Background: an optimization exercise with open tools, aiming at a short achievable clock period and few clock cycles. Do not read the settings as production practice. Function was checked by simulation only, so behaviour that the tests miss may differ from the original. Power figures rest on the tool's default switching activity, not on a simulated workload.

**flow/design.v**
```verilog
module fetch (
    input  wire       clk_i,
    input  wire       reset_i,
    input  wire       perform_jump_i,
    input  wire [7:0] jump_address_i,
    input  wire       halt_i,
    input  wire [7:0] memory_data_i,
    output wire [7:0] memory_address_o,
    output wire [7:0] fetched_instruction_o
);
    reg [7:0] program_counter_reg;
    always @(posedge clk_i) begin
        if (reset_i)
            program_counter_reg <= 8'd0;
        else if (halt_i)
            program_counter_reg <= program_counter_reg;
        else if (perform_jump_i)
            program_counter_reg <= jump_address_i;
        else
            program_counter_reg <= program_counter_reg + 8'd1;
    end
    assign memory_address_o      = program_counter_reg;
    assign fetched_instruction_o = memory_data_i;
endmodule
module decode (
    input  wire [7:0] fetched_instruction_i,
    output wire [1:0] instruction_type_o,
    output reg  [2:0] alu_op_o,
    output reg  [2:0] jump_condition_o,
    output reg  [2:0] src_reg_o,
    output reg  [2:0] dst_reg_o,
    output reg  [5:0] immediate_value_o,
    output reg        halt_o
);
    assign instruction_type_o = fetched_instruction_i[7:6];
    always @(*) begin
        src_reg_o         = 3'b000;
        dst_reg_o         = 3'b000;
        alu_op_o          = 3'b000;
        jump_condition_o  = 3'b000;
        immediate_value_o = 6'b000000;
        halt_o            = 1'b0;
        case (fetched_instruction_i[7:6])
            2'b00: begin  
                dst_reg_o         = 3'd0;
                immediate_value_o = fetched_instruction_i[5:0];
            end
            2'b01: begin  
                if (fetched_instruction_i[5:3] != 3'b000) begin
                    halt_o = 1'b1;
                end else begin
                    src_reg_o = 3'd2;
                    dst_reg_o = 3'd3;
                    alu_op_o  = fetched_instruction_i[2:0];
                end
            end
            2'b10: begin  
                src_reg_o = fetched_instruction_i[5:3];
                dst_reg_o = fetched_instruction_i[2:0];
            end
            default: begin  
                if (fetched_instruction_i[5:3] != 3'b000) begin
                    halt_o = 1'b1;
                end else begin
                    src_reg_o        = 3'd3;
                    jump_condition_o = fetched_instruction_i[2:0];
                end
            end
        endcase
    end
endmodule
module alu (
    input  wire [2:0] alu_op_i,
    input  wire [7:0] operand_a_i,
    input  wire [7:0] operand_b_i,
    output reg  [7:0] result_o
);
    always @(*) begin
        case (alu_op_i)
            3'b000:  result_o = operand_a_i | operand_b_i;
            3'b001:  result_o = ~(operand_a_i & operand_b_i);
            3'b010:  result_o = ~(operand_a_i | operand_b_i);
            3'b011:  result_o = operand_a_i & operand_b_i;
            3'b100:  result_o = operand_a_i + operand_b_i;
            3'b101:  result_o = operand_a_i - operand_b_i;
            3'b110:  result_o = operand_a_i ^ operand_b_i;
            default: result_o = 8'h00;
        endcase
    end
endmodule
module barrel_shifter (
    input  wire [7:0] input_vector_i,
    input  wire [3:0] shift_amount_i,
    output wire [7:0] output_vector_o
);
    wire       shift_direction_left = ~shift_amount_i[3];
    wire [3:0] shift_amount_abs     = shift_amount_i[3] ? (4'd0 - shift_amount_i) : shift_amount_i;
    wire [7:0] input_vector_reversed;
    wire [7:0] output_vector_reversed;
    wire [7:0] stage0;
    wire [7:0] stage1;
    wire [7:0] stage2;
    wire [7:0] stage3;
    genvar i;
    generate
        for (i = 0; i < 8; i = i + 1) begin : g_reverse
            assign input_vector_reversed[7 - i]  = input_vector_i[i];
            assign output_vector_reversed[7 - i] = stage3[i];
        end
    endgenerate
    assign stage0 = shift_direction_left ? input_vector_reversed : input_vector_i;
    assign stage1 = shift_amount_abs[0] ? {1'b0, stage0[7:1]}    : stage0;
    assign stage2 = shift_amount_abs[1] ? {2'b00, stage1[7:2]}   : stage1;
    assign stage3 = shift_amount_abs[2] ? {4'b0000, stage2[7:4]} : stage2;
    assign output_vector_o = shift_direction_left ? output_vector_reversed : stage3;
endmodule
module condition (
    input  wire [2:0] condition_op_i,
    input  wire [7:0] operand_i,
    output reg        result_o
);
    wire is_zero     = (operand_i == 8'd0);
    wire is_negative = operand_i[7];
    always @(*) begin
        case (condition_op_i)
            3'b000:  result_o = 1'b0;
            3'b001:  result_o = is_zero;
            3'b010:  result_o = is_negative;
            3'b011:  result_o = is_negative | is_zero;
            3'b100:  result_o = 1'b1;
            3'b101:  result_o = ~is_zero;
            3'b110:  result_o = ~is_negative;
            default: result_o = ~is_negative & ~is_zero;
        endcase
    end
endmodule
module execute (
    input  wire [1:0] instruction_type_i,
    input  wire [2:0] alu_op_i,
    input  wire [2:0] jump_condition_i,
    input  wire [2:0] dst_reg_i,
    input  wire [7:0] alu_operand_a_i,
    input  wire [7:0] source_register_i,
    input  wire [5:0] immediate_value_i,
    output wire [1:0] instruction_type_o,
    output wire [2:0] dst_reg_o,
    output reg  [7:0] result_data_o,
    output wire       condition_result_o
);
    wire [7:0] logic_alu_result;
    wire [7:0] barrel_shift_result;
    wire [7:0] alu_result;
    assign dst_reg_o          = dst_reg_i;
    assign instruction_type_o = instruction_type_i;
    assign alu_result = (alu_op_i != 3'b111) ? logic_alu_result : barrel_shift_result;
    always @(*) begin
        case (instruction_type_i)
            2'b00:   result_data_o = {2'b00, immediate_value_i};
            2'b01:   result_data_o = alu_result;
            default: result_data_o = source_register_i;
        endcase
    end
    alu ALU_INST (
        .alu_op_i    (alu_op_i),
        .operand_a_i (alu_operand_a_i),
        .operand_b_i (source_register_i),
        .result_o    (logic_alu_result)
    );
    barrel_shifter BARREL_SHIFTER_INST (
        .input_vector_i  (alu_operand_a_i),
        .shift_amount_i  (source_register_i[3:0]),
        .output_vector_o (barrel_shift_result)
    );
    condition JMP_CONDITION_CHECK_INST (
        .condition_op_i (jump_condition_i),
        .operand_i      (source_register_i),
        .result_o       (condition_result_o)
    );
endmodule
module registers (
    input  wire       clk_i,
    input  wire       reset_i,
    input  wire [2:0] write_address_i,
    input  wire [7:0] write_data_i,
    input  wire       write_enable_i,
    input  wire [2:0] read_address_i,
    output wire [7:0] read_data_o,
    output wire [7:0] jump_address_o,
    output wire [7:0] alu_operand_a_o,
    output wire [7:0] io_address_o
);
    reg [7:0] register_file [0:6];
    assign read_data_o     = (read_address_i == 3'b111) ? 8'h00 : register_file[read_address_i];
    assign jump_address_o  = register_file[0];
    assign alu_operand_a_o = register_file[1];
    assign io_address_o    = register_file[6];
    integer k;
    always @(posedge clk_i) begin
        if (reset_i) begin
            for (k = 0; k < 7; k = k + 1)
                register_file[k] <= 8'h00;
        end else if (write_enable_i && write_address_i < 3'd7) begin
            register_file[write_address_i] <= write_data_i;
        end
    end
endmodule
module write_back (
    input  wire [1:0] instruction_type_i,
    input  wire [2:0] dst_reg_i,
    input  wire [7:0] result_data_i,
    output wire [7:0] register_data_o,
    output reg        registers_write_enable_o,
    output wire [2:0] registers_write_address_o,
    output wire [7:0] io_data_o,
    output reg        io_data_write_enable_o
);
    assign register_data_o           = result_data_i;
    assign registers_write_address_o = dst_reg_i;
    assign io_data_o                 = result_data_i;
    always @(*) begin
        registers_write_enable_o = 1'b0;
        io_data_write_enable_o   = 1'b0;
        case (instruction_type_i)
            2'b00, 2'b01: registers_write_enable_o = 1'b1;
            2'b10: begin
                if (dst_reg_i == 3'b111)
                    io_data_write_enable_o = 1'b1;
                else
                    registers_write_enable_o = 1'b1;
            end
            default: ;
        endcase
    end
endmodule
module overture (
    input  wire       clk_i,
    input  wire       reset_i,
    input  wire [7:0] memory_data_i,
    output wire [7:0] memory_address_o,
    output wire [7:0] io_address_o,
    input  wire [7:0] io_data_read_i,
    output wire [7:0] io_data_write_o,
    output wire       io_data_write_enable_o,
    output wire       io_data_read_enable_o,
    output wire       cpu_halted_o
);
    wire       perform_jump_EX_FE;
    wire [7:0] jump_address_RF_FE;
    wire       cpu_halt_DE_FE;
    wire [7:0] fetched_instruction_FE_DE;
    wire [1:0] instruction_type_DE_EX;
    wire [1:0] instruction_type_EX_WB;
    wire [5:0] immediate_value_DE_EX;
    wire [2:0] alu_op_DE_EX;
    wire [2:0] jump_condition_DE_EX;
    wire [2:0] src_reg_addr_DE_RF;
    wire [2:0] dst_reg_addr_DE_EX;
    wire [2:0] dst_reg_addr_EX_WB;
    wire [7:0] result_data_EX_WB;
    wire [7:0] alu_operand_a_RF_EX;
    wire [7:0] source_register_EX;
    wire [7:0] read_register_RF_EX;
    wire       register_write_enable_WB_RF;
    wire [2:0] write_address_WB_RF;
    wire [7:0] write_data_WB_RF;
    reg cpu_halted_reg;
    assign cpu_halted_o = cpu_halted_reg;
    always @(posedge clk_i) begin
        if (reset_i)
            cpu_halted_reg <= 1'b0;
        else
            cpu_halted_reg <= cpu_halt_DE_FE;
    end
    fetch FETCH_UNIT (
        .clk_i                 (clk_i),
        .reset_i               (reset_i),
        .perform_jump_i        (perform_jump_EX_FE),
        .jump_address_i        (jump_address_RF_FE),
        .halt_i                (cpu_halt_DE_FE),
        .memory_data_i         (memory_data_i),
        .memory_address_o      (memory_address_o),
        .fetched_instruction_o (fetched_instruction_FE_DE)
    );
    decode DECODE_UNIT (
        .fetched_instruction_i (fetched_instruction_FE_DE),
        .instruction_type_o    (instruction_type_DE_EX),
        .alu_op_o              (alu_op_DE_EX),
        .jump_condition_o      (jump_condition_DE_EX),
        .src_reg_o             (src_reg_addr_DE_RF),
        .dst_reg_o             (dst_reg_addr_DE_EX),
        .immediate_value_o     (immediate_value_DE_EX),
        .halt_o                (cpu_halt_DE_FE)
    );
    assign source_register_EX    = (src_reg_addr_DE_RF == 3'b111) ? io_data_read_i : read_register_RF_EX;
    assign io_data_read_enable_o = (src_reg_addr_DE_RF == 3'b111);
    execute EXECUTE_UNIT (
        .instruction_type_i (instruction_type_DE_EX),
        .alu_op_i           (alu_op_DE_EX),
        .jump_condition_i   (jump_condition_DE_EX),
        .dst_reg_i          (dst_reg_addr_DE_EX),
        .alu_operand_a_i    (alu_operand_a_RF_EX),
        .source_register_i  (source_register_EX),
        .immediate_value_i  (immediate_value_DE_EX),
        .instruction_type_o (instruction_type_EX_WB),
        .dst_reg_o          (dst_reg_addr_EX_WB),
        .result_data_o      (result_data_EX_WB),
        .condition_result_o (perform_jump_EX_FE)
    );
    registers REGISTER_FILE (
        .clk_i           (clk_i),
        .reset_i         (reset_i),
        .write_address_i (write_address_WB_RF),
        .write_data_i    (write_data_WB_RF),
        .write_enable_i  (register_write_enable_WB_RF),
        .read_address_i  (src_reg_addr_DE_RF),
        .read_data_o     (read_register_RF_EX),
        .jump_address_o  (jump_address_RF_FE),
        .alu_operand_a_o (alu_operand_a_RF_EX),
        .io_address_o    (io_address_o)
    );
    write_back WRITE_BACK_UNIT (
        .instruction_type_i        (instruction_type_EX_WB),
        .dst_reg_i                 (dst_reg_addr_EX_WB),
        .result_data_i             (result_data_EX_WB),
        .register_data_o           (write_data_WB_RF),
        .registers_write_enable_o  (register_write_enable_WB_RF),
        .registers_write_address_o (write_address_WB_RF),
        .io_data_o                 (io_data_write_o),
        .io_data_write_enable_o    (io_data_write_enable_o)
    );
endmodule
```
**flow/run.sh**
```bash
#!/bin/bash
# synth_recipe.tcl (not shown) runs the flow's synth.tcl, then flattens the netlist and writes it again
# the make line also repeats each setting of config.mk as NAME=value (left out here)
make -C /OpenROAD-flow-scripts/flow DESIGN_CONFIG=/design/flow/config.mk WORK_HOME=/design/flow/orfs CLKGATE_MAP_FILE= SYNTH_SCRIPT=/design/flow/synth_recipe.tcl finish
```
**flow/config.mk**
```make
export PLATFORM = sky130hd
export DESIGN_NAME = overture
export DESIGN_NICKNAME = overture
export VERILOG_FILES = /design/flow/design.v
export SDC_FILE = /design/flow/constraint.sdc
export NUM_CORES = 4
export LEC_CHECK = 0
export CAP_MARGIN = 20
export CORE_MARGIN = 2
export CORE_UTILIZATION = 40
export SLEW_MARGIN = 20
```
**flow/constraint.sdc**
```tcl
create_clock -name core_clock -period 7.2 [get_ports {clk_i}]
set_input_delay 1.4400 -clock core_clock [delete_from_list [all_inputs] [get_ports {clk_i}]]
set_output_delay 1.4400 -clock core_clock [all_outputs]
set_load 0.01 [all_outputs]
```
==> summary.txt <==
-- power groups by stage --
stage                     combinational [W]  sequential [W]  clock (W)
after floorplan                    0.000317        0.000436          0
after global placement             0.000554        0.000445          0
after detailed placement           0.000560        0.000445          0
after CTS                          0.000570        0.000437   0.000433
after global routing               0.000651        0.000439   0.000448
final                              0.000606        0.000438   0.000433
-- cell type report --
cell class / instances / area (sq um)
multi-input combinational: 531 / 3960
clock inverter: 7 / 71.3
clock buffer: 9 / 225
sequential: 65 / 1780
inverter: 34 / 128
tap: 184 / 230
timing repair buffer: 187 / 1520
fill: 1342 / 6560
-- worst max-delay path: stages --
cell and delay, ps:
clkbuf_2 130, inv_2 70, ha_4 190, clkbuf_4 180, and2_2 220, buf_4 150, mux2i_4 190, mux2i_4 190
a21oi_4 90, ha_4 290, nor2_2 40, a21oi_2 180, inv_1 70, ha_1 310, nor2b_2 180, o2111ai_2 200
nand3_2 120, o41a_1 390, xnor3_1 200, xnor2_1 140, o221ai_1 200, o211ai_2 200, nand2_1 100, buf_2 140
-- metrics by stage --
step | hold slack (ps) | power, W | utilization, % | worst slack, ps
2_1_floorplan | 503 | 0.000753 | - | 121
3_3_place_gp | 495 | 0.000999 | 50.7 | -658
3_5_place_dp | 508 | 0.00100 | 50.7 | -757
4_1_cts | 517 | 0.00144 | 53.3 | -44.6
5_1_grt | 564 | 0.00154 | 54.7 | -34.6
6_report | 518 | 0.00148 | 54.7 | 128
-- logic make-up after synthesis --
logic type               synth area share [%]
AND/OR/NAND/NOR                          19.8
buffers and inverters                    5.88
flip-flops                               30.2
AO/OA/AOI/OAI                            29.0
XOR/XNOR                                 2.46
adder cells (fa/ha/maj)                  6.71
multiplexers                             5.96
-- per-layer routing --
| layer | up-vias | GRT usage, % | part of all wire, % |
|---|---|---|---|
| li1 | 2875 | - | - |
| met1 | 3063 | 38.5 | 42 |
| met2 | 296 | 48.6 | 48 |
| met3 | 67 | 3.51 | 6.1 |
| met4 | 0 | 11.8 | 4.2 |
| met5 | - | 0 | 0 |
-- synthesized netlist by cell type (4+ instances only) --
library cell and number:
o211ai_1 11, o2111ai_1 4, nand3_1 15, inv_1 33, o32ai_1 6, nand2b_1 14, nor2b_1 5, edfxtp_1 48
xnor2_1 11, o221ai_1 10, o22ai_1 16, or3_1 8, a21boi_0 11, a21oi_1 40, o21a_1 4, a211oi_1 7
clkbuf_1 19, a21boi_1 5, nor2_1 64, nand2_1 56, nor3_1 28, buf_1 6, a22oi_1 9, nand4_1 5
a31oi_1 9, and3_1 11, o21ai_0 18, dfxtp_1 17, ha_1 30, mux2i_1 27, mux2_2 6, o22a_1 4
buf_2 16, and2_1 7
-- final timing paths --
kind | start | to | slack [ps] | depth (start not counted)
min | FETCH_UNIT.program_counter_reg[0] | FETCH_UNIT.program_counter_reg[0] | 520 | 2
max | memory_data_i[6] | io_data_write_o[7] | 130 | 24
max reg2reg | REGISTER_FILE.register_file[1][1] | REGISTER_FILE.register_file[0][7] | 2670 | 19
min reg2reg | FETCH_UNIT.program_counter_reg[0] | FETCH_UNIT.program_counter_reg[0] | 520 | 2
-- repair_timing --
item,4_1_cts,5_1_grt
hold buffers,0,0
gates resized for setup,27,43
pin swaps,12,19
gates cloned,0,0
buffers inserted,2,10
endpoints found under the setup margin,8,8
==> results.cfg <==
[status]
status = no timing/DRC/antenna violations

[route]
drc = 0
ant_nets = 0
via_per_inst = 6.20
wirelength_mm = 23.2
dr.pass1.iters = 5
drt_iter0_markers = 741
wl_per_cell_microns = 22.8
vias = 6301

[finish]
syn2layout_area_growth_pct = 34.3
largest_register_ffs = 56
finish.instance_area_sq_um = 7920
final_common_cell = buf_4
layout-drive-gt1-share_pct = 28.1
stdcell_count = 1017
layout.nets = 877
diodes = 0
layout_common_cells = buf_4, nor2_1, nand2_1, edfxtp_1, a21oi_1

[setup_path]
end_kind = primary output
worstPathArrival_ps = 5630
crit_type = in2out
required_ps = 5760
cp_max_fo = 6
startpoint_type = input port

[synth]
synth_top_area_share_pct = 24.4
synth_ff_type = edfxtp_1
synthDistinctLibCells = 94
yosys_warnings = 8
synth-async-reset-ratio_pct = 0
syn_inst = 676
synth_nets = 725
netlist_area_sq_um = 5900
ys_ff_latch = 65
yosys.area.top_type = edfxtp_1
synth.area.top_cells = edfxtp_1, ha_1, dfxtp_1
synth_edf_count = 48
seq_area_frac_synth_pct = 30.2
avgSynthCellArea_sq_um = 8.72

[global_routing]
grt_pass1_vias = 6099
gr-total-overflow = 0
grt_pass1_wl_mm = 35.5
antenna_found_initial = 0
grt_max_degree = 27
grt_use_total_pct = 29.1

[placed_design]
io_buffers = 44
routabilityCongestion = 0.946
dpl.hpwl_mm = 17.9
placed_cell_area_sq_um = 7340
placed_cells = 989

[pwr]
seqPwrFrac_pct = 29.7
internal_power_w = 0.000963
power_frac_comb_pct = 41.0
power_density_nw_per_um2 = 187
irDropWorstVdd_mv = 0.149
p_switching_w = 0.000514
p_clk_share_pct = 29.3
power_switching_share_pct = 34.8
p_leak_nw = 3.22

[timing]
setup_viol = 0
slew_viol_final = 0
finalHoldViolations = 0
layout_min_cycle_time_ps = 7070
max_freq_ghz = 0.141
finalCritPeriodShare_pct = 98.2
worst_pin_slew_ps = 951
finClkSkew_ps = 4.71
slew_headroom_pct = 36.1
fin_setup_tns_ps = 0

[clocking]
cts_tree = yes
path_clk_slew_ps = 60
htree_levels = 3
cts_buffers = 9
ctsRootBufferMaster = clkbuf_16
cts.sinks = 65
cts_max_path_buffers = 2
clk_latency_ps = 330

[die]
die_area_sq_um = 15700
ios = 45
die_w_microns = 125
core.rowCount = 44
start_util_pct = 40.7
die_h_microns = 125
coreArea_sq_um = 14500

[run]
drv_cap = 0

[hold_path]
hp-class = reg2reg
Testbench counts, summed over its fixed seeds: cycles 58,323.

-- what the ideal ports hide --
Ports are ideal in the flow. The routed layout listed here was re-timed in OpenROAD. Step 1: set_driving_cell puts a clkbuf_16 on clk_i and a buf_2 on each other input, an assumption about the parent block. Step 2 moves the port delays by t, midway between the first and last clock arrival at a register: inputs arrive t later, outputs are due t later. That takes back most of the time a late clock gives input paths. Three values: ideal, step 1, step 2; two values: the first two.
t, ns: 0.363
setup WS [ns]: 0.128 / 0.101 / 0.101
cell pins on the clock port's net: 1
After both steps this run still meets setup and hold. The setup slack of this run moves by -0.027 ns with the drivers and by -0.027 ns with both steps.
